From an optimization exercise on the open Yosys and OpenROAD flow, aimed at small area and a short achievable clock period; shortcuts taken in it are not production practice.
Only simulation tests tie the RTL to the original design; equivalence was not proved.
Power figures rest on the tool's default switching activity, not on a simulated workload.

== delta ==
## alu
module alu #(parameter N = 16)
(
    input  [N-1:0] OPA, OPB,
    input CIN, CLK, RST, CE, MODE,
    input [3:0] CMD,
    input [1:0] INP_VALID,
    output reg COUT,
    output reg OFLOW,
    output reg G,
    output reg L,
    output reg E,
    output reg ERR,
    output reg overflow,
    output reg [2*N:0] RES);
    reg [15:0] a, b;
    reg [3:0]  cmd;
    reg        mode, cin;
    reg [1:0]  iv;
    reg        mip;
    reg [24:0] acc;
    wire v11 = (iv == 2'b11);
    wire v01 = (iv == 2'b01);
    wire v10 = (iv == 2'b10);
    wire is_mul = mode & v11 & ((cmd == 4'd9) | (cmd == 4'd10));
    wire start = ~mip & is_mul;
    always @(posedge CLK or posedge RST) begin
        if (RST) iv <= 2'b00;
        else if (CE & ~start) iv <= INP_VALID;
    end
    always @(posedge CLK) begin
        if (CE) begin
            if (start) begin
                b[7:0] <= b[15:8];
            end else begin
                a <= OPA; b <= OPB; cmd <= CMD; mode <= MODE; cin <= CIN;
            end
        end
    end
    reg m9;
    always @(posedge CLK) begin
        if (CE) m9 <= ~start & CMD[0];
    end
    wire op9 = cmd[0];
    wire [7:0] sel = b[7:0];
    wire k1 = m9 ^ sel[0];
    wire k2 = m9 & sel[0];
    wire [16:0] r0 = ({17{k1}} & {1'b0, a}) | ({17{k2}} & {a, 1'b0});
    wire [15:0] pp1 = sel[1] ? a : 16'd0;
    wire [15:0] pp2 = sel[2] ? a : 16'd0;
    wire [15:0] pp3 = sel[3] ? a : 16'd0;
    wire [15:0] pp4 = sel[4] ? a : 16'd0;
    wire [15:0] pp5 = sel[5] ? a : 16'd0;
    wire [15:0] pp6 = sel[6] ? a : 16'd0;
    wire [15:0] pp7 = sel[7] ? a : 16'd0;
    wire [16:0] r8 = ({17{mip}} & acc[24:8]) | ({17{m9}} & {1'b0, b});
    wire mc = m9;
    wire hs1 = r0[5] ^ pp1[4];
    wire hc2 = r0[5] & pp1[4];
    wire fs3 = r0[6] ^ pp1[5] ^ pp2[4];
    wire fc4 = (r0[6] & pp1[5]) | (r0[6] & pp2[4]) | (pp1[5] & pp2[4]);
    wire hs5 = pp3[3] ^ pp4[2];
    wire hc6 = pp3[3] & pp4[2];
    wire fs7 = r0[7] ^ pp1[6] ^ pp2[5];
    wire fc8 = (r0[7] & pp1[6]) | (r0[7] & pp2[5]) | (pp1[6] & pp2[5]);
    wire fs9 = pp3[4] ^ pp4[3] ^ pp5[2];
    wire fc10 = (pp3[4] & pp4[3]) | (pp3[4] & pp5[2]) | (pp4[3] & pp5[2]);
    wire hs11 = pp6[1] ^ pp7[0];
    wire hc12 = pp6[1] & pp7[0];
    wire fs13 = r0[8] ^ pp1[7] ^ pp2[6];
    wire fc14 = (r0[8] & pp1[7]) | (r0[8] & pp2[6]) | (pp1[7] & pp2[6]);
  ...
==> flow/config.mk <==
export PLATFORM = sky130hd
export DESIGN_NAME = alu
export DESIGN_NICKNAME = alu
export VERILOG_FILES = /design/flow/design.v
export SDC_FILE = /design/flow/constraint.sdc
export NUM_CORES = 4
export LEC_CHECK = 0
export ABC_AREA = 1
export CAP_MARGIN = 20
export CORE_MARGIN = 2
export CORE_UTILIZATION = 40
export SETUP_SLACK_MARGIN = 5
export SLEW_MARGIN = 20
export TNS_END_PERCENT = 0
==> flow/constraint.sdc <==
create_clock -name core_clock -period 10.0 [get_ports {CLK}]
set_input_delay 2.0000 -clock core_clock [delete_from_list [all_inputs] [get_ports {CLK}]]
set_output_delay 2.0000 -clock core_clock [all_outputs]
set_load 0.01 [all_outputs]
standard.sh (not shown) runs the stock make flow with config.mk's settings and CLKGATE_MAP_FILE= SYNTH_SCRIPT=/design/flow/synth_recipe.tcl, a recipe that flattens the netlist after the stock synthesis.
==> flow/flow/run.sh <==
#!/bin/bash
# The standard layout with these changes:
# - synthesis maps no half adders (ha cells are added to the platform's
#   don't-use list), so Yosys extracts full adders only and ABC maps the rest;
# - between synthesis and floorplan, fixinv.py flips full adders that Yosys
#   left with inverted inputs or outputs (a full adder is self-dual), so the
#   inverters around them go; registers and all else stay as synthesized;
# - the port buffers that placement inserts on every input and output are
#   buf_1 cells instead of the default delay buffer.
set -euo pipefail
W=$(pwd)
R=$W/orfs/results/$FLOW_PLATFORM/alu/base
# the platform's own don't-use list, plus the half adders
PLAT=$(awk '/^export DONT_USE_CELLS/{on=1; next} on && /^[^ \t]/{on=0} on' \
       "$FLOW_HOME/platforms/$FLOW_PLATFORM/config.mk" | tr -d '\\' | xargs)
DU="DONT_USE_CELLS=$PLAT sky130_fd_sc_hd__ha_1 sky130_fd_sc_hd__ha_2 sky130_fd_sc_hd__ha_4"
echo "$DU" > dont_use.log
bash standard.sh "$DU" "$R/1_2_yosys.v" > synth.log 2>&1
cp "$R/1_2_yosys.v" 1_2_yosys.synth.v
python3 flow/fixinv.py "$R/1_2_yosys.v" > fixinv.log 2>&1
bash standard.sh "$DU" "BUFFER_PORTS_ARGS=-buffer_cell sky130_fd_sc_hd__buf_1" finish > layout.log 2>&1
Other scripts of this flow, unchanged in this note and not shown: flow/flow/fixinv.py
Modified inputs, zinc compared to delta
--- a/flow/design.v
+++ b/flow/design.v
@@ -11,32 +11,33 @@
     output reg E,
     output reg ERR,
     output reg overflow,
     output reg [2*N:0] RES);
     reg [15:0] a, b;
     reg [3:0]  cmd;
     reg        mode, cin;
     reg [1:0]  iv;
     reg        mip;
-    reg [24:0] acc;
+    reg [24:8] acc;      
     wire v11 = (iv == 2'b11);
     wire v01 = (iv == 2'b01);
     wire v10 = (iv == 2'b10);
     wire is_mul = mode & v11 & ((cmd == 4'd9) | (cmd == 4'd10));
     wire start = ~mip & is_mul;
     always @(posedge CLK or posedge RST) begin
         if (RST) iv <= 2'b00;
         else if (CE & ~start) iv <= INP_VALID;
     end
     always @(posedge CLK) begin
         if (CE) begin
             if (start) begin
                 b[7:0] <= b[15:8];
+                b[15:8] <= x[7:0];
             end else begin
                 a <= OPA; b <= OPB; cmd <= CMD; mode <= MODE; cin <= CIN;
             end
         end
     end
     reg m9;
     always @(posedge CLK) begin
         if (CE) m9 <= ~start & CMD[0];
     end
@@ -278,19 +279,19 @@
     wire fc222 = (fc176 & fs177) | (fc176 & pp7[13]) | (fs177 & pp7[13]);
     wire fs223 = fc178 ^ hs179 ^ pp7[14];
     wire fc224 = (fc178 & hs179) | (fc178 & pp7[14]) | (hs179 & pp7[14]);
     wire hs225 = hc180 ^ pp7[15];
     wire hc226 = hc180 & pp7[15];
     wire [24:0] xa = {1'b0, hc226, fc224, fc222, fc220, fc218, fc216, fc214, fc212, fc210, fc208, fc206, fc204, fc202, fc200, fc198, fc196, fc194, fc192, fc190, fc188, fc186, fc184, hc182, hs181};
     wire [24:0] xb = {1'b0, 1'b0, hs225, fs223, fs221, fs219, fs217, fs215, fs213, fs211, fs209, fs207, fs205, fs203, fs201, fs199, fs197, fs195, fs193, fs191, fs189, fs187, fs185, fs183, mc};
     wire [24:0] x = xa + xb;
     always @(posedge CLK) begin
-        if (~mip) acc <= x;
+        if (~mip) acc <= x[24:8];
     end
     wire incdec = ~v11;                        
     wire dec = cmd[0];                         
     wire sgn = (cmd == 4'd11) | (cmd == 4'd12);
     wire sub = (cmd == 4'd1) | (cmd == 4'd3) | (cmd == 4'd12);
     wire [15:0] xo = v01 ? b : a;
     wire [16:0] xs = {sgn & a[15], xo};
     wire [16:0] yb = {sgn & b[15], b};
     wire [16:0] ys = incdec ? {17{dec}} : (sub ? ~yb : yb);
@@ -393,20 +394,20 @@
                     default: errn = 1;
                 endcase
             end
         end
     end
     wire [15:0] rsel = {selRot | selShl, {14{selRot | selShl | selShr}}, selRot | selShr};
     wire [32:0] y = {{16{selExt & s[16]}},
                      (selS16 & s[16]) | (selShl & xo[15]),
                      ({16{selS}} & s[15:0]) | lg | (rsel & rot)};
-    wire [32:0] prod9 = {x, acc[7:0]};
-    wire [32:0] prod10 = {x[23:0], acc[7:0], 1'b0};
+    wire [32:0] prod9 = {x, b[15:8]};
+    wire [32:0] prod10 = {x[23:0], b[15:8], 1'b0};
     wire p9 = CE & mip & op9;
     wire p10 = CE & mip & ~op9;
     wire ldLo = CE & ~mip & ~holdLo;
     wire ldHi = CE & ~mip & ~holdHi;
     wire [32:0] rn;
     assign rn[16:0] = ({17{p9}} & prod9[16:0]) | ({17{p10}} & prod10[16:0]) |
                       ({17{ldLo}} & y[16:0]) | ({17{~(p9 | p10 | ldLo)}} & RES[16:0]);
     assign rn[32:17] = ({16{p9}} & prod9[32:17]) | ({16{p10}} & prod10[32:17]) |
                        ({16{ldHi}} & y[32:17]) | ({16{~(p9 | p10 | ldHi)}} & RES[32:17]);
Results
Going from delta to zinc, the met2 usage was found to have gone up by 3.4 points.
zinc vs. delta: filler-free cell count of the finished design went down, final sequential cell count went down, net switching power of the design went up, critical path depth went down, ratio of cells with drive above 1 in the final layout went up.
In terms of final design area excluding fillers, zinc and delta differ only marginally.
The final reports for zinc and delta show total via count in the routed design higher in the former.
zinc finished every stage and its layout cleared the timing, DRC and antenna checks.
In the flow results for zinc and delta, the final period demand of the worst path is smaller on delta.

port drivers added, routing unchanged:
No port has a modelled driver above. Below, the same layouts with a new extraction and two added sets of constraints.
Step 1 sets driving cells, clkbuf_16 on the clock port and buf_2 on the other inputs (assumed; they add their load-dependent delay and slew).
Step 2 moves the port delays by t, midway between the first and last clock arrival at a register: inputs arrive t later, outputs are due t later. That takes back most of the time a late clock gives input paths.
Three values: no drivers, after step 1, after step 2; two values: the first two.
run | t, ns | setup slack, ns | worst setup path at the end
delta | 0.428 | 5.207 / 5.207 / 5.207 | register to register
zinc | 0.430 | 5.186 / 5.186 / 5.186 | register to register
After both steps every run listed still meets setup and hold.
